This is an optimization exercise on Yosys and OpenROAD, whose aim is small area and a short achievable clock period, not a production implementation. At most, simulation tests tie the RTL to the original design; equivalence was not proved. Only the layout flow was run in runs 4 and 5; the RTL was not checked for function there. No activity file was given, so power comes from the tool's default toggle rates.

==> design/flow/config.mk <==
export PLATFORM = sky130hd
export DESIGN_NAME = Circuit4
export DESIGN_NICKNAME = Circuit4
export VERILOG_FILES = /design/flow/design.v
export SDC_FILE = /design/flow/constraint.sdc
export NUM_CORES = 4
export LEC_CHECK = 0
export CAP_MARGIN = 20
export CORE_MARGIN = 2
export CORE_UTILIZATION = 40
export SETUP_SLACK_MARGIN = 3.4
export SLEW_MARGIN = 20
export TNS_END_PERCENT = 0
==> design/flow/constraint.sdc <==
create_clock -name core_clock -period 7.0 [get_ports {clk}]
set_input_delay 1.4000 -clock core_clock [delete_from_list [all_inputs] [get_ports {clk}]]
set_output_delay 1.4000 -clock core_clock [all_outputs]
set_load 0.01 [all_outputs]
==> design/flow/design.v <==
`timescale 1ns / 1ps
module Prefix #(parameter W = 8, parameter KIND = 0) (P, G, CO);
  input  [W-1:0] P, G;
  output [W-1:0] CO;
  reg [W-1:0] g, p;
  integer i, l;
  always @* begin
    g = G;
    p = P;
    if (KIND == 0) begin
      for (l = 0; (1 << l) < W; l = l + 1)
        for (i = (2 << l) - 1; i < W; i = i + (2 << l)) begin
          g[i] = g[i] | (p[i] & g[i - (1 << l)]);
          p[i] = p[i] & p[i - (1 << l)];
        end
      for (l = 15; l >= 0; l = l - 1)
        if ((2 << l) < W)
          for (i = 3 * (1 << l) - 1; i < W; i = i + (2 << l)) begin
            g[i] = g[i] | (p[i] & g[i - (1 << l)]);
            p[i] = p[i] & p[i - (1 << l)];
          end
    end else if (KIND == 1) begin
      for (l = 0; (1 << l) < W; l = l + 1)
        for (i = W - 1; i >= (1 << l); i = i - 1) begin
          g[i] = g[i] | (p[i] & g[i - (1 << l)]);
          p[i] = p[i] & p[i - (1 << l)];
        end
    end else if (KIND == 2) begin
      for (l = 0; (1 << l) < W; l = l + 1)
        for (i = 0; i < W; i = i + 1)
          if ((i >> l) & 1) begin
            g[i] = g[i] | (p[i] & g[((i >> l) << l) - 1]);
            p[i] = p[i] & p[((i >> l) << l) - 1];
          end
    end else begin
      for (i = 1; i < W; i = i + 1) begin
        g[i] = g[i] | (p[i] & g[i - 1]);
        p[i] = p[i] & p[i - 1];
      end
    end
  end
  assign CO = g;
endmodule
`timescale 1ns / 1ps
`timescale 1ns / 1ps
`timescale 1ns / 1ps
`timescale 1ns / 1ps
`timescale 1ns / 1ps
`timescale 1ns / 1ps
`timescale 1ns / 1ps
module Circuit4(Rst, clk, a, b, c, z, x);
  parameter KLT = 0;    
  parameter KSUM = 0;   
  input clk, Rst;
  input [63:0] a, b, c;
  output reg [31:0] z, x;
  wire [63:0] gab = a & b, pab = a ^ b;
  wire [63:0] gac = a & c, pac = a ^ c;
  wire [63:0] gbc = ~b & c, pbc = ~(b ^ c);    
  wire [31:0] gf = a[31:0] & ~b[31:0];         
  wire [31:0] pf = ~pab[31:0];
  wire [63:0] cab, cac, cbc;
  wire [32:0] sab, sac;
  wire [31:0] cf;
  Prefix #(.W(64), .KIND(KLT)) u_ab (.P(pab), .G(gab), .CO(cab));
  Prefix #(.W(64), .KIND(KLT)) u_ac (.P(pac), .G(gac), .CO(cac));
  Prefix #(.W(64), .KIND(KLT)) u_bc (.P(pbc), .G(gbc), .CO(cbc));
  Prefix #(.W(32), .KIND(KSUM)) u_f (.P(pf), .G({gf[31:1], gf[0] | pf[0]}), .CO(cf));
  wire [32:0] d = pab[32:0] ^ {cab[31:0], 1'b0};
  wire [32:0] e = pac[32:0] ^ {cac[31:0], 1'b0};
  wire [31:0] f = pf ^ {cf[30:0], 1'b1};
  wire dEQe = &pbc;
  wire dLTe = cab[63] ^ cac[63] ^ cbc[63];
  wire [32:0] g = dLTe ? d : e;
  wire [31:0] h = dEQe ? d[31:0] : f;
  reg [32:0] greg;
  reg [31:0] hreg;
  reg rstd;
  wire run = ~(Rst | rstd);
  wire xsh = run & dLTe, xkeep = run & ~dLTe;
  wire zsh = run & dEQe, zkeep = run & ~dEQe;
  always @(posedge clk) begin
    greg <= g;
    hreg <= h;
    rstd <= Rst;
    x <= ({32{xsh}} & {hreg[30:0], 1'b0}) | ({32{xkeep}} & hreg);
    z <= ({32{zsh}} & greg[32:1]) | ({32{zkeep}} & greg[31:0]);
  end
endmodule
==> design/flow/flow/run.sh <==
#!/bin/bash
# The standard ORFS layout (standard.sh), with:
#  - synthesis by flow/synth.tcl: the standard script with abc run on
#    flow/abc.script and no full/half-adder extraction;
#  - port buffers of sky130_fd_sc_hd__buf_1 (every input and output port
#    still gets its own buffer);
#  - clock tree synthesis without dummy loads.
# Each tool's full output is in orfs/logs/...; make's own output in make.log.
set -euo pipefail
here=$(pwd)
export MY_ABC_SCRIPT=$here/flow/abc.script
export MY_ABC_D=3000
export BUFFER_PORTS_ARGS="-buffer_cell sky130_fd_sc_hd__buf_1"
export CTS_ARGS="-sink_clustering_enable -repair_clock_nets -dont_use_dummy_load"
bash standard.sh SYNTH_SCRIPT=$here/flow/synth.tcl finish > make.log 2>&1
==> design/flow/flow/abc.script <==
strash
dch -f
map
topo
buffer -c
stime -c
upsize -c
dnsize -c
==> design/flow/flow/synth.tcl <==
# The standard synthesis script (synth_recipe.tcl), with two changes made
# by overriding Yosys commands before ORFS's synth.tcl runs:
#  - abc uses the mapping script flow/abc.script (the ORFS call and its
#    liberty, dont_use and constraint arguments are otherwise unchanged);
#  - extract_fa is skipped, so adders stay as plain gates for abc to map.
# Registers, their names and cell types are the same as the standard flow's.
proc synth {args} { yosys synth -nofsm -noshare {*}$args }
proc abc {args} {
  set i [lsearch -exact $args -script]
  lset args [expr {$i + 1}] $::env(MY_ABC_SCRIPT)
  set j [lsearch -exact $args -D]
  if { $j >= 0 } {
    lset args [expr {$j + 1}] $::env(MY_ABC_D)
  } else {
    lappend args -D $::env(MY_ABC_D)
  }
  yosys abc {*}$args
}
proc extract_fa {args} { puts "extract_fa skipped" }
source $::env(SCRIPTS_DIR)/synth.tcl
# left out here: clear keep_hierarchy, flatten, clean up, hide names made inside functions, write 1_2_yosys.v
==> design/flow/standard.sh <==
#!/bin/bash
# synth_recipe.tcl (not shown) runs the flow's synth.tcl, then flattens the netlist and writes it again
# the make line also repeats each setting of config.mk as NAME=value (left out here)
make -C /OpenROAD-flow-scripts/flow DESIGN_CONFIG=/design/flow/config.mk WORK_HOME=/design/flow/orfs CLKGATE_MAP_FILE= SYNTH_SCRIPT=/design/flow/synth_recipe.tcl "${@:-finish}"
==> results of run 1 <==
[state kept, by name, summed over array words and instances, names as in the netlist]
signal	cells
greg	33
hreg	32
z	32
x	32
rstd	1
[placed cells by master, fill, tap and decap left out, types with 9 or more instances in the layout]
cell type	instances
xnor2_1	15
o22ai_1	41
o21bai_1	12
o21ai_0	123
nand4_1	19
buf_4	20
a21oi_1	81
xor2_1	54
buf_2	10
a31oi_1	17
nor2_1	283
nor3_2	9
o21ai_1	22
nand3_1	125
nor3_1	25
dfxtp_1	130
or2_2	10
nor2_2	14
inv_1	262
o211ai_1	13
clkbuf_16	19
inv_2	12
buf_1	241
nand2_1	409
[Yosys cell counts, types with 6 or more instances]
master / n
nand2_1: 417
nor2_1: 303
inv_1: 263
o21ai_0: 132
dfxtp_1: 130
nand3_1: 127
a21oi_1: 89
xor2_1: 54
o22ai_1: 41
nor3_1: 34
a31oi_1: 19
nand4_1: 19
clkbuf_1: 16
o21ai_1: 15
o21bai_1: 15
xnor2_1: 15
o211ai_1: 13
inv_2: 12
buf_2: 10
nor4_1: 10
or2_2: 10
o21a_1: 8
a22oi_1: 7
buf_4: 7
nand3b_1: 7
o2111ai_1: 7
or2_1: 7
a21boi_0: 6
[cell families after synthesis]
group | share of synthesized area (%)
AOI/OAI and AO/OA | 21.4
xor gates and xnor gates | 5.74
adders and majority gates | 0.185
buffers and inverters | 11.3
and+or+nand+nor | 36.8
DFF | 24.1
muxes | 0.463
[power groups by stage]
stage | combinational [uW] | clock [uW] | sequential [uW]
floorplan | 530 | 0 | 929
CTS | 871 | 683 | 906
global route | 1030 | 718 | 917
finish | 924 | 673 | 906
detailed placement | 802 | 0 | 921
global placement | 794 | 0 | 921
[critical path, delay by kind of cell]
family,cells,cell delay (ns)
buffers and inverters,5,0.85
AOI/OAI and AO/OA,1,0.09
and+or+nand+nor,7,1.47
[layer usage]
metal / GRT usage (%) / share of wire [%] / up-vias
li1: - / - / 6641
met1: 33.7 / 45 / 5743
met2: 40.8 / 45 / 417
met3: 4.51 / 7.3 / 49
met4: 7.76 / 2.4 / 4
met5: 0 / 0.073 / -
[through the flow]
step	worst slack (ns)	power (uW)
2_1_floorplan	3.68	1460
3_3_place_gp	1.90	1720
3_5_place_dp	1.81	1720
4_1_cts	3.37	2460
5_1_grt	3.28	2660
6_report	3.43	2500
[worst paths after layout]
kind	start	to	cells past startpoint
setup / recovery	b[41]	z[16]	13
hold / removal	hreg[6]	x[7]	2
setup reg to reg	rstd	z[12]	4
hold reg to reg	hreg[6]	x[7]	2
[repair_timing]
action	in CTS	in global routing
gates resized for setup	63	61
setup buffers	15	11
pin swaps	12	17
gates cloned	4	3
setup endpoints to repair	115	116
[area by class of cell]
type                    instances  area [um^2]  share of cell area [%]
diodes                          4         10.0                  0.0753
clock buffers                  17          425                    3.20
inverters                     275         1040                    7.79
multi-input cells            1421         7400                    55.7
flip-flops and latches        130         2600                    19.6
well taps                     341          427                    3.21
repair buffers                290         1380                    10.4
repair inverters                1         7.51                  0.0565
==> reports/qor.csv, run 1 <==
metric,value,unit
run status,finished clean,
vias,12854,
global-route wire length before repair,57500,um
Placeable Area,0.0267,mm^2
Area Growth Syn to Fin,22.9,%
routed vias/inst,5.19,
sw frac,35.8,%
number of DRC markers in iteration 0,920,
Die ar.,0.0284,mm^2
clock root cell,clkbuf_16,
Inserted Clock Buffers,17,
Synth top area share,24.1,%
vias in the first global route,11584,
max-slew violations,0,
Crit. End Element,flip-flop,
Max-cap violations,0,
nets,2330,
Top Ports,258,
PD cells,188,mW/mm^2
antenna violations before repair,6,
Final ANT Viol Nets,0,
post-synthesis cell area,0.0108,mm^2
Main synth FF type,dfxtp_1,
Unique masters post-synth,57,
post-placement cell area,0.0121,mm^2
GRT Residual Overflow,0,
largest net degree at the start of global routing,67,
Slew @ Worst Pin,0.683,ns
CP Launch Type,input port,
fraction of registers with async set or reset after synthesis,0,%
Worst VDD drop,146,uV
"non-filler cells, final",2479,
Cell Int Power,1610,uW
Die Span X,168,um
DP Wirelength,29200,um
min-delay worst type,flip-flop to flip-flop,
CTS tree,yes,
Syn Inst Count,1859,
post-synthesis sequential area ratio,24.1,%
DRC violations left,0,
Max Freq,280,MHz
CP max-delay cell,nor4_4,
"flops & latches, synth",130,
routed wire length,37000,um
Global Route Usage Sum,25.1,%
CP Max Fanout,17,
Layout Skew,0.0258,ns
Clock Path Buffers,2,
crit path cell chain,buf_1 > nor2_1 > or2_2 > nor4_1 > nand2_1 > nor4_4 > inv_1 > nor2_4 > buf_12 > clkinvlp_4 > buf_4 > nand2_4 > o22ai_1,
Gate power share,36.9,%
worst skew pair latency,0.41,ns
leakage,0.00647,uW
Mapped Nets,2053,
clock power share,26.9,%
FF-to-FF setup slack,5.32,ns
Tmin final,3.57,ns
Slew Limit Headroom,54.5,%
RSZ-0062 raised after global routing,true,
post-cts hold buffer count,0,
mean post-synth cell area,5.82,um^2
Yosys warning count,3,
final setup TNS,0,ns
Final Core Density,49.7,%
crit path DAT,3.84,ns
# fillers,2910,
Inst Count DP,2425,
ranking of synthesized cells by area,"dfxtp_1 (24%), nand2_1 (14%), nor2_1 (11%)",
Sw Pwr,895,uW
Routed WL per cell,14.9,um
Port Buffers,257,
CTS clock-pin slew for the worst setup and hold paths,0.06,ns
Rows,60,
CP Class,input port to flip-flop,
Die H,168,um
number of synthesized flops with an enable pin,0,
Flop pwr share,36.2,%
Yosys top cell by area,dfxtp_1,
Final setup viols,0,
DR pass1 iterations,5,
WHS,0.454,ns
Finished Cell Area,0.0133,mm^2
routability cong.,0.963,
CTS Sinks,130,
max incr delay on CP,0.34,ns
H-tree levels,4,
Worst Path Required,7.27,ns
fin crit share,51.0,%
Initial Utilization,40.5,%
share of layout cells above drive strength 1,8.20,%
final hold vios,0,
==> run 2, diff against run 1 <==
==> design/flow/flow/abc.script (replaced) <==
strash
balance
rewrite
refactor
balance
rewrite -z
refactor -z
balance
dch -f
map -D 1000
topo
buffer -c
stime -c
upsize -c -D 1000
dnsize -c -D 1000
--- a/design/flow/config.mk
+++ b/design/flow/config.mk
@@ -8,6 +8,6 @@
 export CAP_MARGIN = 20
 export CORE_MARGIN = 2
 export CORE_UTILIZATION = 40
-export SETUP_SLACK_MARGIN = 3.4
+export SETUP_SLACK_MARGIN = 3.7
 export SLEW_MARGIN = 20
 export TNS_END_PERCENT = 0
==> reports/qor.csv, run 2 <==
metric,value,unit,change
PD cells,194,mW/mm^2,+2.9%
worst skew pair latency,0.42,ns,about the same
largest net degree at the start of global routing,67,,unchanged
CP Max Fanout,9,,-8
sw frac,35.5,%,-0.22 points
Main synth FF type,dfxtp_1,,
Finished Cell Area,0.0129,mm^2,-2.8%
vias in the first global route,11218,,-3.2%
most common cell in the netlist,nand2_1,,
Cell Int Power,1610,uW,+0.35%
nets,2219,,-4.8%
crit path launch,b[18],,
Port Buffers,257,,unchanged
GRT Residual Overflow,0,,unchanged
most frequent cells in the layout,"nand2_1 (412), inv_1 (247), buf_1 (244)",,
DP Wirelength,27300,um,-6.5%
Final setup viols,0,,unchanged
RSZ-0062 raised after global routing,true,,
crit path DAT,3.93,ns,+0.09 ns
antenna violations before repair,2,,-4
Synth top area share,24.8,%,+0.75 points
Worst Path Required,7.35,ns,+0.08 ns
global-route wire length before repair,54000,um,-6.1%
ranking of synthesized cells by area,"dfxtp_1 (25%), nand2_1 (15%), inv_1 (8.9%)",,
Max Freq,279,MHz,-0.30%
Final Core Density,49.9,%,+0.11 points
routed vias/inst,5.27,,+1.6%
"most common cell after layout, fill and taps aside",nand2_1,,
CP Launch Type,input port,,
Max-cap violations,0,,unchanged
post-synthesis cell area,0.0105,mm^2,-3.0%
# fillers,2775,,-4.6%
post-synthesis sequential area ratio,24.8,%,+0.75 points
Layout Skew,0.0145,ns,-0.0113 ns
CTS clock-pin slew for the worst setup and hold paths,0.05,ns,about the same
Final ANT Viol Nets,0,,unchanged
min-delay src,hreg[31],,
routed wire length,35600,um,-4.0%
vias,12438,,-3.2%
Die Span X,166,um,-1.5%
H-tree levels,4,,unchanged
"flops & latches, synth",130,,unchanged
Die ar.,0.0275,mm^2,-3.0%
CTS tree,yes,,
Worst VDD drop,235,uV,+60%
Largest register FFs,33,,unchanged
Top Ports,258,,unchanged
final setup TNS,0,ns,unchanged
DR pass1 iterations,6,,+1
number of DRC markers in iteration 0,785,,-15%
CP Class,input port to flip-flop,,
Initial Utilization,40.5,%,about the same
Tmin final,3.58,ns,+0.0109 ns
share of layout cells above drive strength 1,7.96,%,-0.24 points
Routed WL per cell,15.1,um,+0.86%
"non-filler cells, final",2360,,-4.8%
Inserted Clock Buffers,17,,unchanged
clock root cell,clkbuf_16,,
Synth top cells by count,"nand2_1 (424), inv_1 (248), nor2_1 (204)",,
fin crit share,51.2,%,+0.16 points
fraction of registers with async set or reset after synthesis,0,%,unchanged
Unique masters post-synth,58,,+1.8%
Slew @ Worst Pin,0.697,ns,+0.0147 ns
Area Growth Syn to Fin,23.2,%,
max-slew violations,0,,unchanged
Slew Limit Headroom,53.5,%,-0.98 points
Global Route Usage Sum,24.0,%,-1.1 points
CTS Sinks,130,,unchanged
DRC violations left,0,,unchanged
Syn Inst Count,1753,,-5.7%
Sw Pwr,890,uW,-0.62%
Yosys warning count,3,,unchanged
Gate power share,35.8,%,-1.1 points
mean post-synth cell area,5.98,um^2,+2.8%
routability cong.,0.970,,+0.73%
Clock Path Buffers,2,,unchanged
Rows,59,,-1.7%
worst r2r src,rstd,,
Top reg by flops,greg,,
post-placement cell area,0.0118,mm^2,-2.5%
FF-to-FF setup slack,5.29,ns,-0.03 ns
clock power share,27.8,%,+0.9 points
Flop pwr share,36.3,%,about the same
Crit. End Element,flip-flop,,
Die H,166,um,-1.5%
post-cts hold buffer count,0,,unchanged
number of synthesized flops with an enable pin,0,,unchanged
run status,finished clean,,
Inst Count DP,2316,,-4.5%
final hold vios,0,,unchanged
Placeable Area,0.0259,mm^2,-3.0%
Mapped Nets,1947,,-5.2%
min-delay worst type,flip-flop to flip-flop,,
Yosys top cell by area,dfxtp_1,,
leakage,0.00613,uW,-5.2%
-- run 2: cell types whose count changed after synthesis, moves of 14 or more --
cell,change
a22oi_1,+21
inv_1,-15
nor2_1,-99
o21ai_0,-14
o22ai_1,+20
xor2_1,-14
-- run 2: kinds of logic after synthesis --
family          count (synthesis)  synth area share, %
compound gates                401                 23.1
xor+xnor                       61                 5.09
fa+ha+maj                       2                0.203
buf+inv                       287                 11.1
flops                         130                 24.8
simple gates                  872                 35.7
-- run 2: per-stage QoR --
step / total power [uW] / setup WS [ns] / hold WS, ns
2_1_floorplan: 1450 / 3.69 / 0.413
3_3_place_gp: 1680 / 2.22 / 0.442
3_5_place_dp: 1690 / 2.09 / 0.444
4_1_cts: 2440 / 3.35 / 0.446
5_1_grt: 2660 / 3.30 / 0.470
6_report: 2500 / 3.42 / 0.444
-- run 2: cell type report --
class	count	area, um^2	share of cell area (%)
Multi-Input combinational cell	1337	7070	54.7
Clock buffer	17	425	3.29
Sequential cell	130	2600	20.1
Timing Repair Buffer	287	1440	11.2
Tap cell	335	419	3.24
Antenna cell	2	5.00	0.0387
Inverter	252	953	7.38
-- run 2: power by group through the flow --
stage | clock network [uW] | logic (uW) | registers [uW]
2_1_floorplan | 0 | 524 | 929
3_3_place_gp | 0 | 758 | 924
3_5_place_dp | 0 | 766 | 924
4_1_cts | 711 | 816 | 909
5_1_grt | 745 | 999 | 919
6_report | 697 | 896 | 910
-- run 2: path summary, 6_finish.rpt --
path	cells past startpoint	end
setup reg to reg	5	z[12]
hold / removal	2	x[31]
hold reg to reg	2	x[31]
setup / recovery	17	x[12]
-- run 2: layer usage --
metal	wire [um]	part of all wire [%]	vias to the layer above	global-route usage, %
met4	936	2.6	0	8.24
met5	0	0	-	0
met3	2190	6.2	57	4.05
met2	16800	47	391	41.7
li1	-	-	6397	-
met1	15600	44	5593	29.9
-- run 2: worst max-delay path: stages --
cell and delay (ns):
buf_1 0.22, inv_1 0.12, nand2_1 0.14, nand2_1 0.12, nand3_1 0.13, a21oi_1 0.08
or2_2 0.35, nand2_1 0.09, o2111ai_2 0.16, nand2_1 0.12, nand2_2 0.10, a21oi_4 0.19
buf_4 0.15, a21o_4 0.20, buf_6 0.20, nand3_1 0.08, nand2_1 0.08
-- run 2: timing repair --
action | CTS | global route
resized for setup | 33 | 90
buffers inserted | 9 | 6
pin swaps | 7 | 18
setup endpoints to repair | 128 | 128
gates cloned | 3 | 7
==> run 3, diff against run 2 <==
==> design/flow/flow/abc.script (replaced) <==
strash
dch -f
map
topo
buffer -c
stime -c
upsize -c
dnsize -c
--- a/design/flow/config.mk
+++ b/design/flow/config.mk
@@ -7,7 +7,7 @@
 export LEC_CHECK = 0
 export CAP_MARGIN = 20
 export CORE_MARGIN = 2
-export CORE_UTILIZATION = 40
+export CORE_UTILIZATION = 60
 export SETUP_SLACK_MARGIN = 3.7
 export SLEW_MARGIN = 20
 export TNS_END_PERCENT = 0
==> reports/qor.csv, run 3 <==
metric,value,unit,change
Tmin final,3.55,ns,-0.0306 ns
RSZ-0062 raised after global routing,true,,
CP Launch Type,input port,,
CP max-delay cell,nor4b_4,,
sw frac,37.3,%,+1.8 points
CTS tree,yes,,
"most common cell after layout, fill and taps aside",nand2_1,,
Worst Path Buf+Inv,5,,+1
GRT Residual Overflow,0,,unchanged
run status,finished clean,,
Final Core Density,80.7,%,+31 points
H-tree levels,4,,unchanged
clock root cell,clkbuf_16,,
Max-cap violations,0,,unchanged
Unique masters post-synth,57,,-1.7%
vias in the first global route,11999,,+7.0%
crit path cell chain,clkbuf_2 > nor2_1 > nor2_1 > nand4_1 > buf_4 > nor4b_4 > nand3_1 > nor2_2 > a21o_1 > nand3_4 > o21ai_4 > buf_6 > buf_12 > buf_16 > nand3_1 > nand2_1,,
CP Max Fanout,8,,-1
Inserted Clock Buffers,17,,unchanged
total power draw,2710,uW,+8.4%
worst skew pair latency,0.42,ns,about the same
Slew Limit Headroom,49.8,%,-3.7 points
max-slew violations,0,,unchanged
post-synthesis sequential area ratio,24.1,%,-0.75 points
routed vias/inst,5.84,,+11%
Mapped Nets,2053,,+5.4%
routability cong.,0.965,,-0.57%
ranking of synthesized cells by area,"dfxtp_1 (24%), nand2_1 (14%), nor2_1 (11%)",,
Die ar.,0.0191,mm^2,-31%
Slew @ Worst Pin,0.753,ns,+0.0561 ns
Synth top area share,24.1,%,-0.75 points
Gate power share,40.9,%,+5.1 points
Flop pwr share,33.9,%,-2.4 points
fin crit share,50.8,%,-0.44 points
fraction of registers with async set or reset after synthesis,0,%,unchanged
DP Wirelength,26300,um,-3.7%
Final ANT Viol Nets,0,,unchanged
Worst VDD drop,352,uV,+50%
max incr delay on CP,0.27,ns,-0.08 ns
Die H,138,um,-17%
most common cell in the netlist,nand2_1,,
Yosys top cell by area,dfxtp_1,,
min-delay worst type,flip-flop to flip-flop,,
most frequent cells in the layout,"nand2_1 (387), nor2_1 (245), inv_1 (239)",,
Global Route Usage Sum,35.8,%,+12 points
CTS clock-pin slew for the worst setup and hold paths,0.06,ns,about the same
largest net degree at the start of global routing,67,,unchanged
final setup TNS,0,ns,unchanged
Initial Utilization,60.6,%,+20 points
Rows,49,,-17%
share of layout cells above drive strength 1,19.2,%,+11 points
final hold vios,0,,unchanged
clock power share,25.1,%,-2.7 points
Yosys warning count,3,,unchanged
Cell Int Power,1700,uW,+5.4%
Layout Skew,0.0163,ns,+0.00173 ns
Max Freq,281,MHz,+0.86%
mean post-synth cell area,5.82,um^2,-2.8%
PD cells,188,mW/mm^2,-2.8%
global-route wire length before repair,56700,um,+4.9%
number of synthesized flops with an enable pin,0,,unchanged
Area Growth Syn to Fin,33.2,%,
Worst Path Required,7.35,ns,about the same
Main synth FF type,dfxtp_1,,
number of DRC markers in iteration 0,1829,,+130%
nets,2375,,+7.0%
CTS Sinks,130,,unchanged
Port Buffers,257,,unchanged
post-synthesis cell area,0.0108,mm^2,+3.1%
CP Class,input port to flip-flop,,
DRC violations left,0,,unchanged
routed wire length,40200,um,+13%
Final setup viols,0,,unchanged
vias,14071,,+13%
Crit. End Element,flip-flop,,
Routed WL per cell,16.7,um,+11%
"flops & latches, synth",130,,unchanged
Syn Inst Count,1859,,+6.0%
DR pass1 iterations,6,,unchanged
antenna violations before repair,1,,-1
Largest register FFs,33,,unchanged
Top Family by Delay on Critical Path,simple AND/OR/NAND/NOR gates,,
Clock Path Buffers,2,,unchanged
leakage,0.00703,uW,+15%
Synth top cells by count,"nand2_1 (417), nor2_1 (303), inv_1 (263)",,
Top reg by flops,greg,,
Die Span X,138,um,-17%
crit path DAT,3.90,ns,-0.03 ns
Top Ports,258,,unchanged
Sw Pwr,1010,uW,+14%
Placeable Area,0.0178,mm^2,-31%
run 3: power groups by stage:
stage                     registers (uW)  logic, uW  clock network, uW
after detailed placement             921        786                  0
after CTS                            910        910                672
final                                921       1110                682
after floorplan                      929        533                  0
after global routing                 927       1190                704
after global placement               918        772                  0
run 3: timing repair:
| action | 4_1_cts | 5_1_grt |
|---|---|---|
| cloned | 8 | 7 |
| resized for setup | 106 | 305 |
| pin swaps | 24 | 91 |
| hold buffers | 0 | 0 |
| endpoints found under the setup margin | 127 | 128 |
| setup buffers | 29 | 34 |
run 3: cells by family (layout without fill, tap and decap cells):
kind of cell | after synthesis | after routing | share of synthesized area [%]
and+or+nand+nor | 953 | 953 | 36.8
AOI/OAI and AO/OA | 388 | 389 | 21.4
buffers and inverters | 311 | 630 | 11.3
DFF | 130 | 130 | 24.1
xor gates and xnor gates | 70 | 70 | 5.74
muxes | 5 | 5 | 0.463
adders and majority gates | 2 | 2 | 0.185
other | 0 | 1 | 0
run 3: final timing paths:
check             endpoint  depth (start not counted)     start  slack (ns)
setup / recovery     x[15]                         16     a[59]        3.45
hold / removal       x[27]                          2  hreg[27]        0.46
setup reg to reg     z[28]                          4      rstd        5.10
hold reg to reg      x[27]                          2  hreg[27]        0.46
run 3: worst min-delay path, stage by stage (launching register included):
cell and delay (ns):
dfxtp_1 0.30, nand3_1 0.07, nand2_1 0.05
run 3: routing by layer:
layer  vias to the layer above  wire length, um  global-route usage [%]
met2                       861            18600                    59.9
met4                         0             2150                    14.2
li1                       6730                -                       -
met1                      6303            15400                    45.1
met3                       177             4050                    7.93
met5                         -                0                       0
run 3: layout make-up:
cell class / instances / area, um^2
Multi-Input combinational cell: 1419 / 7980
Fill cell: 1290 / 3440
Sequential cell: 130 / 2600
Timing Repair Buffer: 337 / 2050
Inverter: 275 / 1050
Clock buffer: 17 / 425
Tap cell: 229 / 287
Timing Repair inverter: 1 / 7.51
Antenna cell: 1 / 2.50
run 3: stage by stage:
step | std cells | cell area, um^2 | setup WS, ns | hold slack [ns]
after global placement | 2313 | 11900 | 1.94 | 0.444
after floorplan | 1859 | 10800 | 3.72 | 0.424
after global routing | 2409 | 14400 | 3.31 | 0.490
after CTS | 2367 | 13200 | 3.53 | 0.454
after detailed placement | 2313 | 11900 | 1.83 | 0.451
final | 2409 | 14400 | 3.45 | 0.455
==> run 4, diff against run 3 <==
--- a/design/flow/design.v
+++ b/design/flow/design.v
@@ -68,11 +68,10 @@
   Prefix #(.W(32), .KIND(KSUM)) u_f (.P(pf), .G({gf[31:1], gf[0] | pf[0]}), .CO(cf));
   wire [32:0] d = pab[32:0] ^ {cab[31:0], 1'b0};
   wire [32:0] e = pac[32:0] ^ {cac[31:0], 1'b0};
-  wire [31:0] f = pf ^ {cf[30:0], 1'b1};
   wire dEQe = &pbc;
   wire dLTe = cab[63] ^ cac[63] ^ cbc[63];
   wire [32:0] g = dLTe ? d : e;
-  wire [31:0] h = dEQe ? d[31:0] : f;
+  wire [31:0] h = pab[31:0] ^ (dEQe ? {cab[30:0], 1'b0} : ~{cf[30:0], 1'b1});
   reg [32:0] greg;
   reg [31:0] hreg;
   reg rstd;
--- a/design/flow/flow/run.sh
+++ b/design/flow/flow/run.sh
@@ -11,5 +11,5 @@
 export MY_ABC_SCRIPT=$here/flow/abc.script
 export MY_ABC_D=3000
 export BUFFER_PORTS_ARGS="-buffer_cell sky130_fd_sc_hd__buf_1"
-export CTS_ARGS="-sink_clustering_enable -repair_clock_nets -dont_use_dummy_load"
+export CTS_ARGS="-sink_clustering_enable -repair_clock_nets -dont_use_dummy_load -sink_clustering_size 30 -sink_clustering_max_diameter 120 -buf_list {sky130_fd_sc_hd__clkbuf_4 sky130_fd_sc_hd__clkbuf_8}"
 bash standard.sh SYNTH_SCRIPT=$here/flow/synth.tcl finish > make.log 2>&1
==> design/flow/flow/abc.script (replaced) <==
strash
balance
rewrite
refactor
balance
rewrite -z
refactor -z
balance
dch -f
map -D 1000
topo
buffer -c
stime -c
upsize -c -D 1000
dnsize -c -D 1000
--- a/design/flow/config.mk
+++ b/design/flow/config.mk
@@ -7,7 +7,7 @@
 export LEC_CHECK = 0
 export CAP_MARGIN = 20
 export CORE_MARGIN = 2
-export CORE_UTILIZATION = 60
+export CORE_UTILIZATION = 40
 export SETUP_SLACK_MARGIN = 3.7
 export SLEW_MARGIN = 20
 export TNS_END_PERCENT = 0
==> reports/qor.csv, run 4 <==
metric,value,unit,change
run status,finished clean,,
Gate power share,43.2,%,+2.3 points
Port Buffers,257,,unchanged
DP Wirelength,28300,um,+7.9%
Sw Pwr,917,uW,-9.4%
clock power share,19.1,%,-6.0 points
worst r2r src,rstd,,
Top reg by flops,greg,,
Final ANT Viol Nets,0,,unchanged
number of DRC markers in iteration 0,1114,,-39%
Largest register FFs,33,,unchanged
crit path DAT,3.80,ns,-0.10 ns
"most common cell after layout, fill and taps aside",nand2_1,,
post-cts hold buffer count,0,,unchanged
largest net degree at the start of global routing,57,,-15%
Crit. End Element,flip-flop,,
DRC violations left,0,,unchanged
Clock Path Buffers,2,,unchanged
antenna violations before repair,8,,+7
ranking of synthesized cells by area,"dfxtp_1 (26%), nand2_1 (13%), inv_1 (11%)",,
most common cell in the netlist,nand2_1,,
Syn Inst Count,1678,,-9.7%
Routed WL per cell,16.4,um,-1.7%
Die H,163,um,+18%
Initial Utilization,40.4,%,-20 points
vias,12749,,-9.4%
post-synthesis sequential area ratio,25.8,%,+1.7 points
routed wire length,38600,um,-3.8%
Placeable Area,0.0250,mm^2,+40%
CP Launch Type,input port,,
Slew @ Worst Pin,0.681,ns,-0.0723 ns
nets,2218,,-6.6%
DR pass1 iterations,8,,+2
Max-cap violations,0,,unchanged
"flops & latches, synth",130,,unchanged
Die Span X,163,um,+18%
Worst VDD drop,139,uV,-60%
sw frac,38.3,%,+1.0 points
final worst slack,3.56,ns,+0.109 ns
Yosys top cell by area,dfxtp_1,,
Inserted Clock Buffers,17,,unchanged
Synth top cells by count,"nand2_1 (359), inv_1 (285), nor2_1 (226)",,
Area Growth Syn to Fin,39.0,%,
final setup TNS,0,ns,unchanged
share of layout cells above drive strength 1,22.0,%,+2.8 points
Unique masters post-synth,61,,+7.0%
Flop pwr share,37.6,%,+3.7 points
Worst Path Required,7.36,ns,about the same
Tmin final,3.44,ns,-0.109 ns
routed vias/inst,5.41,,-7.4%
PD cells,170,mW/mm^2,-9.5%
Synth top area share,25.8,%,+1.7 points
mean post-synth cell area,6.02,um^2,+3.4%
number of synthesized flops with an enable pin,0,,unchanged
vias in the first global route,11194,,-6.7%
Rows,58,,+18%
WHS,0.453,ns,-0.00264 ns
Global Route Usage Sum,26.1,%,-9.7 points
Die ar.,0.0265,mm^2,+39%
Top Ports,258,,unchanged
Reg2Reg Depth,5,,+1
Max Freq,290,MHz,+3.2%
WHS Endpoint,z[28],,
Final setup viols,0,,unchanged
most frequent cells in the layout,"nand2_1 (322), inv_1 (258), buf_1 (183)",,
min-delay worst type,flip-flop to flip-flop,,
fraction of registers with async set or reset after synthesis,0,%,unchanged
post-synthesis cell area,0.0101,mm^2,-6.7%
CP Class,input port to flip-flop,,
Layout Skew,0.0227,ns,+0.00643 ns
Yosys warning count,3,,unchanged
fin crit share,49.2,%,-1.6 points
Cell Int Power,1480,uW,-13%
Min-Delay Path Depth,2,,unchanged
GRT Residual Overflow,0,,unchanged
clock root cell,clkbuf_8,,
Slew Limit Headroom,54.2,%,+4.4 points
worst skew pair latency,0.44,ns,+0.02 ns
capturing point of the worst reg2reg path,z[13],,
max-slew violations,0,,unchanged
CTS clock-pin slew for the worst setup and hold paths,0.07,ns,about the same
Place WS,2.22,ns,+0.390 ns
H-tree levels,4,,unchanged
Final Core Density,56.2,%,-25 points
Main synth FF type,dfxtp_1,,
RSZ-0062 raised after global routing,true,,
CTS Sinks,130,,unchanged
leakage,0.00664,uW,-5.6%
CTS tree,yes,,
global-route wire length before repair,55400,um,-2.3%
CP Max Fanout,7,,-1
routability cong.,0.953,,-1.3%
final hold vios,0,,unchanged
FF-to-FF setup slack,5.58,ns,+0.48 ns
min-delay src,greg[29],,
Mapped Nets,1872,,-8.8%
==> run 4: cell types whose count changed in the layout (fill, tap and decap cells not counted), sizes merged, moves of 12 or more <==
cell	previous run	this run
o21ai	151	137
a22oi	7	30
nand3	127	58
nand2	417	363
nor3	34	22
buf	280	299
nor2	305	226
o22ai	41	95
==> run 4: through the flow <==
stage | instance area, um^2 | power (uW) | cells
CTS | 12600 | 2240 | 2303
finish | 14000 | 2390 | 2358
detailed placement | 11500 | 1690 | 2244
global route | 14000 | 2540 | 2357
floorplan | 10200 | 1430 | 1678
global placement | 11500 | 1690 | 2244
==> run 4: cell families after synthesis <==
| kind of cell | count (synthesis) | synth area share (%) |
|---|---|---|
| simple gates | 734 | 30.2 |
| compound gates | 437 | 26.5 |
| buf+inv | 311 | 11.8 |
| flops | 130 | 25.8 |
| xor+xnor | 62 | 5.38 |
| mux | 3 | 0.298 |
| fa+ha+maj | 1 | 0.112 |
==> run 4: repair_timing <==
item                                    in CTS  in global routing
pin swaps                                   34                 85
endpoints found under the setup margin     128                128
endpoints found under the hold margin        0                  0
resized for setup                          134                322
gates cloned                                 2                  9
setup buffers                               40                 40
==> run 4: final cells by class <==
| cell class | count | area, um^2 |
|---|---|---|
| inverter | 285 | 1090 |
| antenna | 6 | 15.0 |
| tap | 330 | 413 |
| clock buffer | 17 | 234 |
| fill | 2489 | 10900 |
| sequential | 130 | 2600 |
| multi-input combinational | 1240 | 7610 |
| timing repair buffer | 350 | 2070 |
==> run 4: worst max path at each step <==
stage / depth (start not counted) / startpoint / to
2_1_floorplan: 11 / a[0] / x[1]
3_3_place_gp: 11 / b[14] / z[14]
3_5_place_dp: 11 / b[14] / z[13]
4_1_cts: 14 / b[9] / greg[22]
5_1_grt: 15 / b[58] / hreg[19]
6_report: 12 / b[11] / hreg[13]
==> run 4: per-layer routing <==
layer	GRT usage, %	wire length [um]	share of wire [%]	up-vias
met4	8.21	1270	3.3	2
li1	-	-	-	6282
met3	5.14	3340	8.6	94
met1	33.7	15900	41	5760
met5	0	13	0.034	-
met2	43.7	18100	47	611
==> run 4: worst max-delay path, cell delays in order <==
cell and delay (ns):
clkbuf_2 0.12, inv_1 0.06, a22oi_2 0.16, o211ai_1 0.13
buf_4 0.16, nor4_4 0.34, nor4b_4 0.40, nand3_4 0.23
buf_12 0.20, clkbuf_16 0.17, mux2i_1 0.26, xor2_1 0.17
==> run 4: power by group through the flow <==
| stage | Sequential [uW] | Combinational [uW] | Clock [uW] |
|---|---|---|---|
| after CTS | 901 | 874 | 467 |
| after detailed placement | 917 | 774 | 0 |
| after floorplan | 926 | 505 | 0 |
| after global routing | 910 | 1130 | 498 |
| final | 900 | 1030 | 458 |
| after global placement | 918 | 772 | 0 |
==> run 5, diff against run 4 <==
--- a/design/flow/design.v
+++ b/design/flow/design.v
@@ -59,19 +59,22 @@
   wire [63:0] gbc = ~b & c, pbc = ~(b ^ c);    
   wire [31:0] gf = a[31:0] & ~b[31:0];         
   wire [31:0] pf = ~pab[31:0];
-  wire [63:0] cab, cac, cbc;
-  wire [32:0] sab, sac;
+  wire [32:0] cab, cac;
   wire [31:0] cf;
-  Prefix #(.W(64), .KIND(KLT)) u_ab (.P(pab), .G(gab), .CO(cab));
-  Prefix #(.W(64), .KIND(KLT)) u_ac (.P(pac), .G(gac), .CO(cac));
-  Prefix #(.W(64), .KIND(KLT)) u_bc (.P(pbc), .G(gbc), .CO(cbc));
+  Prefix #(.W(33), .KIND(KSUM)) u_ab (.P(pab[32:0]), .G(gab[32:0]), .CO(cab));
+  Prefix #(.W(33), .KIND(KSUM)) u_ac (.P(pac[32:0]), .G(gac[32:0]), .CO(cac));
   Prefix #(.W(32), .KIND(KSUM)) u_f (.P(pf), .G({gf[31:1], gf[0] | pf[0]}), .CO(cf));
+  wire [63:0] lab, lac, lbc;
+  Prefix #(.W(64), .KIND(KLT)) l_ab (.P(a | b), .G(gab), .CO(lab));
+  Prefix #(.W(64), .KIND(KLT)) l_ac (.P(a | c), .G(gac), .CO(lac));
+  Prefix #(.W(64), .KIND(KLT)) l_bc (.P(~b | c), .G(gbc), .CO(lbc));
   wire [32:0] d = pab[32:0] ^ {cab[31:0], 1'b0};
   wire [32:0] e = pac[32:0] ^ {cac[31:0], 1'b0};
+  wire [31:0] f = pf ^ {cf[30:0], 1'b1};
   wire dEQe = &pbc;
-  wire dLTe = cab[63] ^ cac[63] ^ cbc[63];
+  wire dLTe = lab[63] ^ lac[63] ^ lbc[63];
   wire [32:0] g = dLTe ? d : e;
-  wire [31:0] h = pab[31:0] ^ (dEQe ? {cab[30:0], 1'b0} : ~{cf[30:0], 1'b1});
+  wire [31:0] h = dEQe ? d[31:0] : f;
   reg [32:0] greg;
   reg [31:0] hreg;
   reg rstd;
==> reports/qor.csv, run 5 <==
metric,value,unit,change
met2 WL,17000,um,-6.0%
routed wire length,37700,um,-2.5%
Top Ports,258,,unchanged
Slew @ Worst Pin,0.825,ns,+0.144 ns
DRC violations left,0,,unchanged
crit path launch,a[0],,
Main synth FF type,dfxtp_1,,
routed vias/inst,5.30,,-1.9%
post-placement cell area,0.0113,mm^2,-1.4%
H-tree levels,4,,unchanged
largest net degree at the start of global routing,71,,+25%
Max-cap violations,0,,unchanged
number of synthesized flops with an enable pin,0,,unchanged
Final ANT Viol Nets,0,,unchanged
Port Buffers,257,,unchanged
max incr delay on CP,0.29,ns,-0.11 ns
CTS tree,yes,,
final hold vios,0,,unchanged
Global Route Usage Sum,27.2,%,+1.1 points
Worst VDD drop,130,uV,-6.8%
Syn Inst Count,1661,,-1.0%
most frequent cells in the layout,"nand2_1 (346), inv_1 (244), buf_1 (213)",,
Largest register FFs,33,,unchanged
CP max-delay cell,nor3_4,,
share of layout cells above drive strength 1,13.3,%,-8.7 points
Top reg by flops,greg,,
mean post-synth cell area,6.08,um^2,+1.1%
crit path cell chain,buf_2 > nand2_1 > nand2_1 > nand3_2 > nand2_2 > a21oi_4 > o21bai_4 > inv_2 > nor3_4 > o21ai_4 > a21oi_4 > o21a_4 > buf_12 > nand3_1 > o21ai_1,,
worst r2r src,rstd,,
Synth top cells by count,"nand2_1 (354), inv_1 (247), nor2_1 (205)",,
Worst Path Buf+Inv,3,,-2
CTS clock-pin slew for the worst setup and hold paths,0.06,ns,about the same
DP Wirelength,29900,um,+5.5%
antenna violations before repair,2,,-6
Final setup viols,0,,unchanged
top layer used by detailed routing,met5,,
"most common cell after layout, fill and taps aside",nand2_1,,
fin crit share,48.1,%,-1.1 points
Max Freq,297,MHz,+2.3%
most common cell in the netlist,nand2_1,,
Rows,58,,unchanged
Reg2Reg Depth,4,,-1
Unique masters post-synth,56,,-8.2%
CP Max Fanout,7,,unchanged
CP Class,input port to flip-flop,,
Finished Cell Area,0.0129,mm^2,-8.0%
Yosys warning count,4,,+1
GRT Residual Overflow,0,,unchanged
Yosys top cell by area,dfxtp_1,,
capturing point of the worst reg2reg path,z[26],,
Routed WL per cell,16.6,um,+1.2%
Die ar.,0.0265,mm^2,about the same
Top Family by Delay on Critical Path,compound AO/OA/AOI/OAI gates,,
# fillers,2697,,+8.4%
CP Depth,15,,+3
crit path to,greg[31],,
run status,finished clean,,
global-route wire length before repair,56500,um,+2.1%
Initial Utilization,40.5,%,about the same
fraction of registers with async set or reset after synthesis,0,%,unchanged
post-cts hold buffer count,0,,unchanged
Die H,163,um,about the same
WL met3,2820,um,-16%
Tmin final,3.37,ns,-0.0768 ns
min-delay worst type,flip-flop to flip-flop,,
CTS Sinks,130,,unchanged
clock root cell,clkbuf_8,,
max-slew violations,0,,unchanged
vias in the first global route,10889,,-2.7%
Mapped Nets,1855,,-0.91%
PD cells,182,mW/mm^2,+6.5%
DR pass1 iterations,6,,-2
Worst Path Required,7.31,ns,-0.05 ns
FF-to-FF setup slack,5.41,ns,-0.17 ns
number of DRC markers in iteration 0,974,,-13%
Crit. End Element,flip-flop,,
Area Growth Syn to Fin,27.8,%,
nets,2135,,-3.7%
WHS,0.444,ns,-0.00855 ns
routability cong.,0.985,,+3.3%
Inserted Clock Buffers,17,,unchanged
worst skew pair latency,0.42,ns,-0.02 ns
Clock Path Buffers,2,,unchanged
CP Launch Type,input port,,
Placeable Area,0.0250,mm^2,unchanged
post-synthesis sequential area ratio,25.8,%,about the same
final setup TNS,0,ns,unchanged
Synth top area share,25.8,%,about the same
leakage,0.00597,uW,-10%
vias,12042,,-5.5%
post-synthesis cell area,0.0101,mm^2,about the same
Die Span X,163,um,about the same
RSZ-0062 raised after global routing,true,,
Layout Skew,0.0232,ns,+0.000466 ns
"flops & latches, synth",130,,unchanged
crit path DAT,3.67,ns,-0.13 ns
Met1 Wirelength,16900,um,+6.0%
Slew Limit Headroom,45.0,%,-9.2 points
ranking of synthesized cells by area,"dfxtp_1 (26%), nand2_1 (13%), inv_1 (9.2%)",,
==> run 5: cell count changes after synthesis, moves of 9 or more <==
| cell | change |
|---|---|
| a31oi_1 | +9 |
| o21ai_1 | +36 |
| o21ai_0 | -53 |
| nor2_1 | -21 |
| nand3_1 | +61 |
| o221ai_1 | +9 |
| buf_4 | +11 |
| o22ai_1 | -28 |
| inv_1 | -38 |
==> run 5: tightest hold or removal path: stages, from the launching register on <==
cell	delay, ns
dfxtp_1	0.29
inv_1	0.06
o22ai_1	0.07
==> run 5: logic make-up (layout without fill, tap and decap cells) <==
| logic type | Yosys count | count (layout) | synth area share, % |
|---|---|---|---|
| AO/OA/AOI/OAI | 412 | 417 | 25.2 |
| flip-flops | 130 | 130 | 25.8 |
| AND/OR/NAND/NOR | 768 | 772 | 32.2 |
| other | 0 | 2 | 0 |
| buffers and inverters | 287 | 556 | 11.3 |
| XOR/XNOR | 64 | 64 | 5.55 |
==> run 5: power breakdown <==
group | leakage, uW | total [uW] | internal [uW] | switching (uW)
combinational | 0.00476 | 1000 | 367 | 633
sequential | 0.00108 | 910 | 871 | 39.1
clock | 0.000122 | 433 | 213 | 220
total | 0.00597 | 2340 | 1450 | 892
==> run 5: area by class of cell <==
type,instances,area [um^2],area share (%)
Inverter,252,958,7.42
Timing Repair Buffer,287,1480,11.4
Clock buffer,17,234,1.81
Antenna cell,2,5.00,0.0388
Sequential cell,130,2600,20.2
Tap cell,330,413,3.20
Multi-Input combinational cell,1253,7220,55.9
==> run 5: metrics by stage <==
stage	power, uW	util, %	worst slack, ns	std cells
global route	2500	51.7	3.57	2269
CTS	2280	49.8	3.66	2260
finish	2340	51.7	3.63	2271
floorplan	1470	-	3.71	1661
global placement	1730	45.4	2.15	2218
detailed placement	1730	45.4	2.04	2218
==> run 5: how the worst min path moves through the flow <==
stage               startpoint  cells after the start     to
global route          greg[10]                      2  z[10]
detailed placement    hreg[31]                      2  x[31]
finish                greg[10]                      2  z[10]
CTS                   greg[10]                      2  z[10]
floorplan             hreg[31]                      2  x[31]
global placement      hreg[31]                      2  x[31]
==> run 5: routing by layer <==
layer / GRT usage, % / up-vias
met5: 0 / -
met4: 7.28 / 2
met3: 4.79 / 55
met2: 45.1 / 498
met1: 36.4 / 5352
li1: - / 6135
==> run 5: timing repair <==
item,4_1_cts,5_1_grt
cloned,11,3
setup endpoints to repair,127,128
setup buffers,14,6
gates resized for setup,139,105
pin swaps,29,35
==> run 6, diff against run 5 <==
--- a/design/flow/design.v
+++ b/design/flow/design.v
@@ -70,11 +70,10 @@
   Prefix #(.W(64), .KIND(KLT)) l_bc (.P(~b | c), .G(gbc), .CO(lbc));
   wire [32:0] d = pab[32:0] ^ {cab[31:0], 1'b0};
   wire [32:0] e = pac[32:0] ^ {cac[31:0], 1'b0};
-  wire [31:0] f = pf ^ {cf[30:0], 1'b1};
   wire dEQe = &pbc;
   wire dLTe = lab[63] ^ lac[63] ^ lbc[63];
   wire [32:0] g = dLTe ? d : e;
-  wire [31:0] h = dEQe ? d[31:0] : f;
+  wire [31:0] h = pab[31:0] ^ (dEQe ? {cab[30:0], 1'b0} : ~{cf[30:0], 1'b1});
   reg [32:0] greg;
   reg [31:0] hreg;
   reg rstd;
--- a/design/flow/config.mk
+++ b/design/flow/config.mk
@@ -8,6 +8,6 @@
 export CAP_MARGIN = 20
 export CORE_MARGIN = 2
 export CORE_UTILIZATION = 40
-export SETUP_SLACK_MARGIN = 3.7
+export SETUP_SLACK_MARGIN = 3.85
 export SLEW_MARGIN = 20
 export TNS_END_PERCENT = 0
==> reports/qor.csv, run 6 <==
metric,value,unit,change
Finished Cell Area,0.0130,mm^2,+0.90%
mean post-synth cell area,6.05,um^2,-0.44%
post-placement cell area,0.0114,mm^2,+0.97%
number of DRC markers in iteration 0,929,,-4.6%
clock power share,18.5,%,about the same
CTS clock-pin slew for the worst setup and hold paths,0.07,ns,about the same
most common cell in the netlist,nand2_1,,
fraction of registers with async set or reset after synthesis,0,%,unchanged
Placeable Area,0.0251,mm^2,+0.58%
Synth top cells by count,"nand2_1 (392), inv_1 (262), nor2_1 (202)",,
Die ar.,0.0267,mm^2,+0.74%
Routed WL per cell,16.3,um,-1.6%
Flop pwr share,39.0,%,+0.2 points
DP Wirelength,29800,um,-0.20%
CP Max Fanout,5,,-2
Top reg by flops,greg,,
leakage,0.00624,uW,+4.6%
Multi-input gate area,0.00717,mm^2,-0.71%
post-cts hold buffer count,0,,unchanged
final setup TNS,0,ns,unchanged
CP Launch Type,input port,,
H-tree levels,4,,unchanged
PD cells,180,mW/mm^2,-0.68%
# fillers,2690,,-0.26%
GRT Residual Overflow,0,,unchanged
Sw Pwr,886,uW,-0.78%
routability cong.,0.971,,-1.4%
"flops & latches, synth",130,,unchanged
worst skew pair latency,0.42,ns,about the same
DR pass1 iterations,5,,-1
Gate power share,42.5,%,-0.2 points
Die Span X,163,um,+0.37%
min-delay worst type,flip-flop to flip-flop,,
share of layout cells above drive strength 1,13.9,%,+0.57 points
CP max-delay cell,nor4_4,,
Yosys warning count,4,,unchanged
CP Class,input port to flip-flop,,
Yosys top cell by area,dfxtp_1,,
Largest register FFs,33,,unchanged
Final setup viols,0,,unchanged
routed wire length,37600,um,-0.25%
clock root cell,clkbuf_8,,
vias in the first global route,11167,,+2.6%
Crit. End Element,flip-flop,,
Syn Inst Count,1681,,+1.2%
Tmin final,3.38,ns,+0.00936 ns
Max-cap violations,0,,unchanged
antenna violations before repair,2,,unchanged
global-route wire length before repair,57800,um,+2.2%
nets,2164,,+1.4%
Reg area,0.00260,mm^2,unchanged
Rows,58,,unchanged
vias,12207,,+1.4%
number of synthesized flops with an enable pin,0,,unchanged
CTS Sinks,130,,unchanged
Global Route Usage Sum,27.3,%,+0.16 points
Max Freq,296,MHz,-0.28%
"most common cell after layout, fill and taps aside",nand2_1,,
crit path cell chain,buf_1 > nor2_1 > nor2_1 > nand3_2 > nor4_4 > nand3b_1 > o21ai_4 > a21oi_4 > nand2_2 > buf_4 > buf_12 > a21oi_4 > buf_12 > o31ai_2,,
max-slew violations,0,,unchanged
Inserted Clock Buffers,17,,unchanged
Port Buffers,257,,unchanged
fin crit share,48.2,%,+0.13 points
routed vias/inst,5.31,,about the same
total power draw,2350,uW,+0.22%
max incr delay on CP,0.40,ns,+0.11 ns
ranking of synthesized cells by area,"dfxtp_1 (26%), nand2_1 (14%), inv_1 (9.7%)",,
Final ANT Viol Nets,0,,unchanged
final worst slack,3.62,ns,-0.00936 ns
final hold vios,0,,unchanged
Area Growth Syn to Fin,28.0,%,
DRC violations left,0,,unchanged
RSZ-0062 raised after global routing,true,,
Worst Path Required,7.30,ns,about the same
CTS tree,yes,,
Top Ports,258,,unchanged
Main synth FF type,dfxtp_1,,
crit path DAT,3.68,ns,about the same
Synth top area share,25.6,%,-0.19 points
Cell Int Power,1460,uW,+0.83%
Clock Path Buffers,2,,unchanged
post-synthesis cell area,0.0102,mm^2,+0.76%
most frequent cells in the layout,"nand2_1 (380), inv_1 (257), buf_1 (197)",,
Worst VDD drop,117,uV,-10%
post-synthesis sequential area ratio,25.6,%,-0.19 points
Final Core Density,51.9,%,+0.16 points
largest net degree at the start of global routing,46,,-35%
run status,finished clean,,
sw frac,37.7,%,-0.38 points
Layout Skew,0.0284,ns,+0.00526 ns
Initial Utilization,40.5,%,+0.070 points
Unique masters post-synth,57,,+1.8%
Slew @ Worst Pin,0.636,ns,-0.190 ns
Die H,163,um,+0.37%
Slew Limit Headroom,57.2,%,+12 points
Place WS,2.16,ns,+0.124 ns
Mapped Nets,1875,,+1.1%
[run 6: changes by cell type after synthesis, moves of 5 or more]
cell	before	now
a31oi_1	17	11
inv_2	5	0
a22oi_1	37	30
buf_4	11	1
a21oi_1	85	93
nand3_1	119	75
o221ai_1	10	17
o22ai_1	66	77
nand2_1	354	392
inv_1	247	262
nor3_1	20	15
a21boi_0	2	7
o21ai_0	79	111
o21ai_1	40	7
[run 6: layer usage]
layer | vias up | share of wire [%] | track usage, %
met5 | - | 0 | 0
li1 | 6186 | - | -
met3 | 77 | 7.9 | 4.72
met2 | 485 | 44 | 43.6
met4 | 0 | 3.6 | 11.1
met1 | 5459 | 44 | 36.5
[run 6: cell families (layout without fill, tap and decap cells)]
| family | Yosys count | in the layout | synth area share [%] |
|---|---|---|---|
| and+or+nand+nor | 755 | 756 | 30.8 |
| AOI/OAI and AO/OA | 434 | 436 | 26.4 |
| buffers and inverters | 293 | 577 | 11.2 |
| DFF | 130 | 130 | 25.6 |
| xor gates and xnor gates | 68 | 68 | 5.85 |
| muxes | 1 | 1 | 0.0984 |
| other | 0 | 3 | 0 |
[run 6: stage by stage]
step	hold WS [ns]	instances
floorplan	0.411	1681
detailed placement	0.426	2241
CTS	0.444	2290
global route	0.470	2300
finish	0.445	2301
global placement	0.430	2241
[run 6: area by class of cell]
type	instances	share of cell area, %
Clock buffer	17	1.80
Sequential cell	130	20.0
Timing Repair Buffer	298	12.4
Multi-Input combinational cell	1261	55.0
Inverter	262	7.55
Tap cell	330	3.17
Antenna cell	3	0.0576
[run 6: power groups by stage]
stage / combinational [uW] / clock (uW) / sequential, uW
3_3_place_gp: 795 / 0 / 933
4_1_cts: 950 / 452 / 916
5_1_grt: 1090 / 486 / 930
6_report: 998 / 436 / 915
2_1_floorplan: 517 / 0 / 942
3_5_place_dp: 801 / 0 / 932
[run 6: worst paths after layout]
path	startpoint	end	slack (ns)	cells after the start
worst max register to register	rstd	x[28]	5.51	7
worst min-delay path	hreg[10]	x[11]	0.44	2
worst max-delay path	b[30]	greg[30]	3.62	14
worst min register to register	hreg[10]	x[11]	0.44	2
[run 6: worst max-delay path: cells and delay by family]
| kind | cells | cell delay, ns |
|---|---|---|
| simple gates | 6 | 1.05 |
| buf+inv | 4 | 0.47 |
| compound gates | 4 | 0.74 |
[run 6: timing repair]
item | CTS | global route
setup buffers | 25 | 7
endpoints found under the setup margin | 128 | 126
gates cloned | 7 | 1
pin swaps | 39 | 37
resized for setup | 167 | 105
==> run 7, diff against run 6 <==
--- a/design/flow/config.mk
+++ b/design/flow/config.mk
@@ -8,6 +8,6 @@
 export CAP_MARGIN = 20
 export CORE_MARGIN = 2
 export CORE_UTILIZATION = 40
-export SETUP_SLACK_MARGIN = 3.85
+export SETUP_SLACK_MARGIN = 4.0
 export SLEW_MARGIN = 20
 export TNS_END_PERCENT = 0
==> reports/qor.csv, run 7 <==
metric,value,unit,change
run status,finished clean,,
most frequent cells in the layout,"nand2_1 (372), inv_1 (254), buf_1 (182)",,
routed wire length,39000,um,+3.8%
Layout Skew,0.0324,ns,+0.00398 ns
Synth top cells by count,"nand2_1 (392), inv_1 (262), nor2_1 (202)",,
clock power share,18.1,%,-0.4 points
Final Core Density,53.7,%,+1.8 points
Port Buffers,257,,unchanged
Main synth FF type,dfxtp_1,,
nets,2172,,+0.37%
routability cong.,0.976,,+0.52%
H-tree levels,4,,unchanged
crit path DAT,3.61,ns,-0.07 ns
Die Span X,163,um,unchanged
post-synthesis cell area,0.0102,mm^2,unchanged
Max Freq,301,MHz,+1.7%
most common cell in the netlist,nand2_1,,
mean post-synth cell area,6.05,um^2,unchanged
worst r2r src,rstd,,
Initial Utilization,40.5,%,unchanged
WHS,0.433,ns,-0.0122 ns
final hold vios,0,,unchanged
Synth top area share,25.6,%,unchanged
Sw Pwr,900,uW,+1.7%
ranking of synthesized cells by area,"dfxtp_1 (26%), nand2_1 (14%), inv_1 (9.7%)",,
routed vias/inst,5.33,,+0.55%
Slew Limit Headroom,65.2,%,+8.1 points
Unique masters post-synth,57,,unchanged
min-delay worst type,flip-flop to flip-flop,,
fin crit share,47.4,%,-0.81 points
Global Route Usage Sum,27.2,%,-0.17 points
Cell Int Power,1480,uW,+0.87%
Placeable Area,0.0251,mm^2,unchanged
PD cells,176,mW/mm^2,-2.2%
GRT Residual Overflow,0,,unchanged
crit path launch,b[3],,
DP Wirelength,30500,um,+2.1%
min-delay src,hreg[6],,
Inserted Clock Buffers,17,,unchanged
Mapped Nets,1875,,unchanged
CTS tree,yes,,
"most common cell after layout, fill and taps aside",nand2_1,,
Clock Path Buffers,2,,unchanged
CP Max Fanout,8,,+3
Largest register FFs,33,,unchanged
sw frac,37.9,%,+0.18 points
Yosys warning count,4,,unchanged
Gate power share,43.4,%,+0.9 points
Yosys top cell by area,dfxtp_1,,
RSZ-0062 raised after global routing,true,,
share of layout cells above drive strength 1,17.7,%,+3.8 points
global-route wire length before repair,57200,um,-0.99%
DRC violations left,0,,unchanged
Top reg by flops,greg,,
Syn Inst Count,1681,,unchanged
Final setup viols,0,,unchanged
Routed WL per cell,16.9,um,+3.5%
DR pass1 iterations,6,,+1
CTS clock-pin slew for the worst setup and hold paths,0.07,ns,about the same
Tmin final,3.32,ns,-0.0568 ns
Worst VDD drop,137,uV,+17%
worst skew pair latency,0.43,ns,about the same
vias,12317,,+0.90%
Slew @ Worst Pin,0.516,ns,-0.120 ns
Die H,163,um,unchanged
number of DRC markers in iteration 0,1129,,+22%
CP Class,input port to flip-flop,,
"flops & latches, synth",130,,unchanged
Final ANT Viol Nets,0,,unchanged
Area Growth Syn to Fin,32.4,%,
Die ar.,0.0267,mm^2,unchanged
number of synthesized flops with an enable pin,0,,unchanged
CTS Sinks,130,,unchanged
fraction of registers with async set or reset after synthesis,0,%,unchanged
Crit. End Element,flip-flop,,
antenna violations before repair,4,,+2
final setup TNS,0,ns,unchanged
CP Launch Type,input port,,
leakage,0.00644,uW,+3.1%
max-slew violations,0,,unchanged
# fillers,2641,,-1.8%
clock root cell,clkbuf_8,,
Flop pwr share,38.5,%,-0.5 points
Worst Path Required,7.29,ns,about the same
vias in the first global route,11026,,-1.3%
post-synthesis sequential area ratio,25.6,%,unchanged
Top Ports,258,,unchanged
Max-cap violations,0,,unchanged
post-cts hold buffer count,0,,unchanged
Rows,58,,unchanged
largest net degree at the start of global routing,46,,unchanged
[run 7: cell counts after synthesis]
Identical to the previous run, type by type.
[run 7: power by group through the flow]
stage | sequential [uW] | clock [uW] | combinational, uW
global route | 927 | 476 | 1120
finish | 915 | 430 | 1030
global placement | 932 | 0 | 796
CTS | 915 | 441 | 924
floorplan | 942 | 0 | 520
detailed placement | 931 | 0 | 806
[run 7: critical path, stage by stage]
cell and delay, ns:
buf_2 0.15, a22oi_2 0.32, nand2_1 0.15, nor3_2 0.18, nand3_2 0.13, nor4_4 0.37
and3_4 0.28, buf_12 0.14, nor2_1 0.05, a31oi_2 0.17, o21ai_1 0.09, nand2_1 0.08
nand2_2 0.08
[run 7: path summary, 6_finish.rpt]
kind,endpoint,slack [ns],cells after the start
hold / removal,x[7],0.43,2
setup reg to reg,x[16],5.46,7
setup / recovery,hreg[19],3.68,13
hold reg to reg,x[7],0.43,2
[run 7: repair_timing]
item | 4_1_cts | 5_1_grt
pin swaps | 45 | 73
buffers inserted | 19 | 18
endpoints found under the setup margin | 128 | 128
cloned | 4 | 6
resized for setup | 185 | 176
[run 7: layout make-up]
| cell class | count | area, um^2 | share of cell area [%] |
|---|---|---|---|
| sequential | 130 | 2600 | 19.3 |
| timing repair buffer | 308 | 1770 | 13.2 |
| antenna | 3 | 7.51 | 0.0557 |
| multi-input combinational | 1259 | 7460 | 55.4 |
| inverter | 262 | 983 | 7.30 |
| clock buffer | 17 | 234 | 1.74 |
| tap | 330 | 413 | 3.06 |
[run 7: metal layers]
metal	part of all wire, %	track usage (%)	routed length (um)
met5	0.028	0	11
met4	2.9	7.78	1120
met3	7.6	4.65	2970
met2	46	44.7	17800
met1	44	36.5	17100
[run 7: stage by stage]
stage               power, uW  area (um^2)  worst slack (ns)  cells
floorplan                1460        10200              3.84   1681
global placement         1730        11500              2.39   2241
detailed placement       1740        11500              2.38   2242
global route             2530        13500              3.61   2309
CTS                      2280        12600              3.74   2282
finish                   2380        13500              3.68   2309
[run 7: cell families after synthesis]
group / synth area share, %
flip-flops: 25.6
AND/OR/NAND/NOR: 30.8
XOR/XNOR: 5.85
multiplexers: 0.0984
AO/OA/AOI/OAI: 26.4
buffers and inverters: 11.2
==> run 8, diff against run 7 <==
--- a/design/flow/config.mk
+++ b/design/flow/config.mk
@@ -8,6 +8,7 @@
 export CAP_MARGIN = 20
 export CORE_MARGIN = 2
 export CORE_UTILIZATION = 40
-export SETUP_SLACK_MARGIN = 4.0
+export GPL_TIMING_DRIVEN = 0
+export SETUP_SLACK_MARGIN = 3.7
 export SLEW_MARGIN = 20
 export TNS_END_PERCENT = 0
==> reports/qor.csv, run 8 <==
metric,value,unit,change
Placeable Area,0.0251,mm^2,unchanged
final hold vios,0,,unchanged
Main synth FF type,dfxtp_1,,
Inserted Clock Buffers,17,,unchanged
routability cong.,1.01,,+3.8%
CTS Sinks,130,,unchanged
Final setup viols,0,,unchanged
Max-cap violations,0,,unchanged
Inst Count DP,2266,,+1.1%
Yosys top cell by area,dfxtp_1,,
mean post-synth cell area,6.05,um^2,unchanged
Routed WL per cell,16.6,um,-1.6%
Max Freq,302,MHz,+0.27%
PD cells,178,mW/mm^2,+0.79%
Multi-input gate area,0.00719,mm^2,-3.6%
max-slew violations,0,,unchanged
Synth top area share,25.6,%,unchanged
Mapped Nets,1875,,unchanged
worst skew pair latency,0.42,ns,about the same
crit path DAT,3.60,ns,about the same
fin crit share,47.3,%,-0.13 points
final setup TNS,0,ns,unchanged
Clock Path Buffers,2,,unchanged
most common cell in the netlist,nand2_1,,
CP max-delay cell,or2_4,,
Die H,163,um,unchanged
Crit. End Element,flip-flop,,
min-delay worst type,flip-flop to flip-flop,,
Area Growth Syn to Fin,28.3,%,
"non-filler cells, final",2320,,+0.48%
global-route wire length before repair,57000,um,-0.36%
post-placement cell area,0.0115,mm^2,+0.68%
Port Buffers,255,,-0.78%
Finished Cell Area,0.0131,mm^2,-3.1%
Tmin final,3.31,ns,-0.00893 ns
nets,2183,,+0.51%
vias in the first global route,10949,,-0.70%
Layout Skew,0.0211,ns,-0.0112 ns
"most used cell, CP",a21oi_4,,
routed vias/inst,5.31,,-0.42%
CTS clock-pin slew for the worst setup and hold paths,0.07,ns,about the same
Final ANT Viol Nets,0,,unchanged
"flops & latches, synth",130,,unchanged
Die Span X,163,um,unchanged
clock root cell,clkbuf_8,,
antenna violations before repair,3,,-1
routed wire length,38600,um,-1.2%
Global Route Usage Sum,27.4,%,+0.28 points
Slew Limit Headroom,42.1,%,-23 points
ranking of synthesized cells by area,"dfxtp_1 (26%), nand2_1 (14%), inv_1 (9.7%)",,
Reg area,0.00260,mm^2,unchanged
Initial Utilization,40.5,%,unchanged
post-cts hold buffer count,0,,unchanged
Synth top cells by count,"nand2_1 (392), inv_1 (262), nor2_1 (202)",,
crit path cell chain,buf_4 > or2_4 > a21oi_4 > o21ai_2 > a21o_1 > a21oi_4 > o21ai_4 > a21oi_2 > nand2_2 > a21oi_4 > buf_12 > buf_6 > nor2_4 > buf_12 > buf_4 > nand2_1 > nand2_1,,
final worst slack,3.69,ns,+0.00893 ns
CP Launch Type,input port,,
CTS tree,yes,,
Place WS,2.62,ns,+0.241 ns
largest net degree at the start of global routing,17,,-63%
share of layout cells above drive strength 1,17.7,%,about the same
Die ar.,0.0267,mm^2,unchanged
RSZ-0062 raised after global routing,true,,
post-synthesis cell area,0.0102,mm^2,unchanged
CP Max Fanout,8,,unchanged
Top Ports,258,,unchanged
# fillers,2770,,+4.9%
vias,12324,,+0.057%
number of DRC markers in iteration 0,1038,,-8.1%
CP Class,input port to flip-flop,,
Rows,58,,unchanged
Largest register FFs,33,,unchanged
Top reg by flops,greg,,
Worst VDD drop,177,uV,+29%
Worst Path Required,7.29,ns,about the same
fraction of registers with async set or reset after synthesis,0,%,unchanged
Unique masters post-synth,57,,unchanged
DP Wirelength,32100,um,+5.4%
max incr delay on CP,0.27,ns,-0.10 ns
most frequent cells in the layout,"nand2_1 (367), inv_1 (256), nor2_1 (171)",,
DR pass1 iterations,5,,-1
number of synthesized flops with an enable pin,0,,unchanged
"most common cell after layout, fill and taps aside",nand2_1,,
DRC violations left,0,,unchanged
Syn Inst Count,1681,,unchanged
GRT Residual Overflow,0,,unchanged
leakage,0.00636,uW,-1.2%
Slew @ Worst Pin,0.866,ns,+0.349 ns
post-synthesis sequential area ratio,25.6,%,unchanged
run status,finished clean,,
Yosys warning count,4,,unchanged
FF-to-FF setup slack,5.15,ns,-0.31 ns
H-tree levels,4,,unchanged
[run 8: cell counts after synthesis]
No cell type changed its count.
[run 8: timing repair]
item                       4_1_cts  5_1_grt
cloned                           0        3
gates resized for setup        104      264
pin swaps                       17       70
setup buffers                   10       21
setup endpoints to repair      128      128
[run 8: stage by stage]
step	total power, uW	hold slack, ns	utilization, %
floorplan	1460	0.411	-
detailed placement	1760	0.435	46.0
CTS	2250	0.435	48.6
finish	2320	0.433	52.0
global placement	1760	0.432	46.0
global route	2480	0.464	52.0
[run 8: metal layers]
metal / part of all wire (%) / vias up / global-route usage [%] / wire [um]
li1: - / 6222 / - / -
met1: 45 / 5561 / 36.9 / 17300
met2: 45 / 494 / 44.6 / 17400
met3: 7.6 / 47 / 4.75 / 2950
met4: 2.4 / 0 / 8.97 / 907
met5: 0 / - / 0 / 0
[run 8: worst paths after layout]
check | cells past startpoint | startpoint | end
worst min register to register | 2 | hreg[11] | x[12]
worst max-delay path | 17 | a[11] | x[30]
worst min-delay path | 2 | hreg[11] | x[12]
worst max register to register | 4 | rstd | z[6]
[run 8: layout make-up]
class	instances	area share, %
multi-input cells	1258	55.1
clock buffers	17	1.79
inverters	262	7.53
well taps	330	3.16
diodes	3	0.0575
flip-flops and latches	130	19.9
repair buffers	289	10.5
plain buffers	31	1.95
[run 8: kinds of logic after synthesis]
| kind of cell | count (synthesis) | synth area share [%] |
|---|---|---|
| buffers and inverters | 293 | 11.2 |
| muxes | 1 | 0.0984 |
| xor gates and xnor gates | 68 | 5.85 |
| and+or+nand+nor | 755 | 30.8 |
| AOI/OAI and AO/OA | 434 | 26.4 |
| DFF | 130 | 25.6 |
[run 8: worst max-delay path, delay by kind of cell]
kind | cells | cell delay [ns]
compound gates | 7 | 1.02
simple gates | 5 | 0.48
buf+inv | 5 | 0.67
[run 8: report_power, final]
group / internal, uW / leakage (uW) / switching (uW)
Combinational: 357 / 0.00516 / 627
Clock: 213 / 0.000122 / 214
Sequential: 873 / 0.00108 / 37.6
Total: 1440 / 0.00636 / 879

-- what the ideal ports hide --
No port has a modelled driver above. Below, the same layouts with a new extraction and two added sets of constraints. Step 1, drivers: a clkbuf_16 drives clk and a buf_2 each remaining input, both assumed. Step 2 times the ports against the registers' clock, not the clock port: input delays grow and output delays shrink by t, the midpoint of the rising clock arrivals with the driver on. a / b / c = no drivers / after step 1 / after step 2; a / b = the first two.
run	t (ns)	slack for setup (ns)
run 1	0.436	3.428 / 3.428 / 2.992
run 2	0.448	3.417 / 3.421 / 2.973
run 3	0.446	3.447 / 3.464 / 3.018
run 4	0.471	3.557 / 3.570 / 3.099
run 5	0.441	3.633 / 3.627 / 3.186
run 6	0.441	3.624 / 3.613 / 3.173
run 7	0.449	3.681 / 3.696 / 3.248
run 8	0.442	3.690 / 3.684 / 3.242
After both steps setup and hold are still met in every run listed.
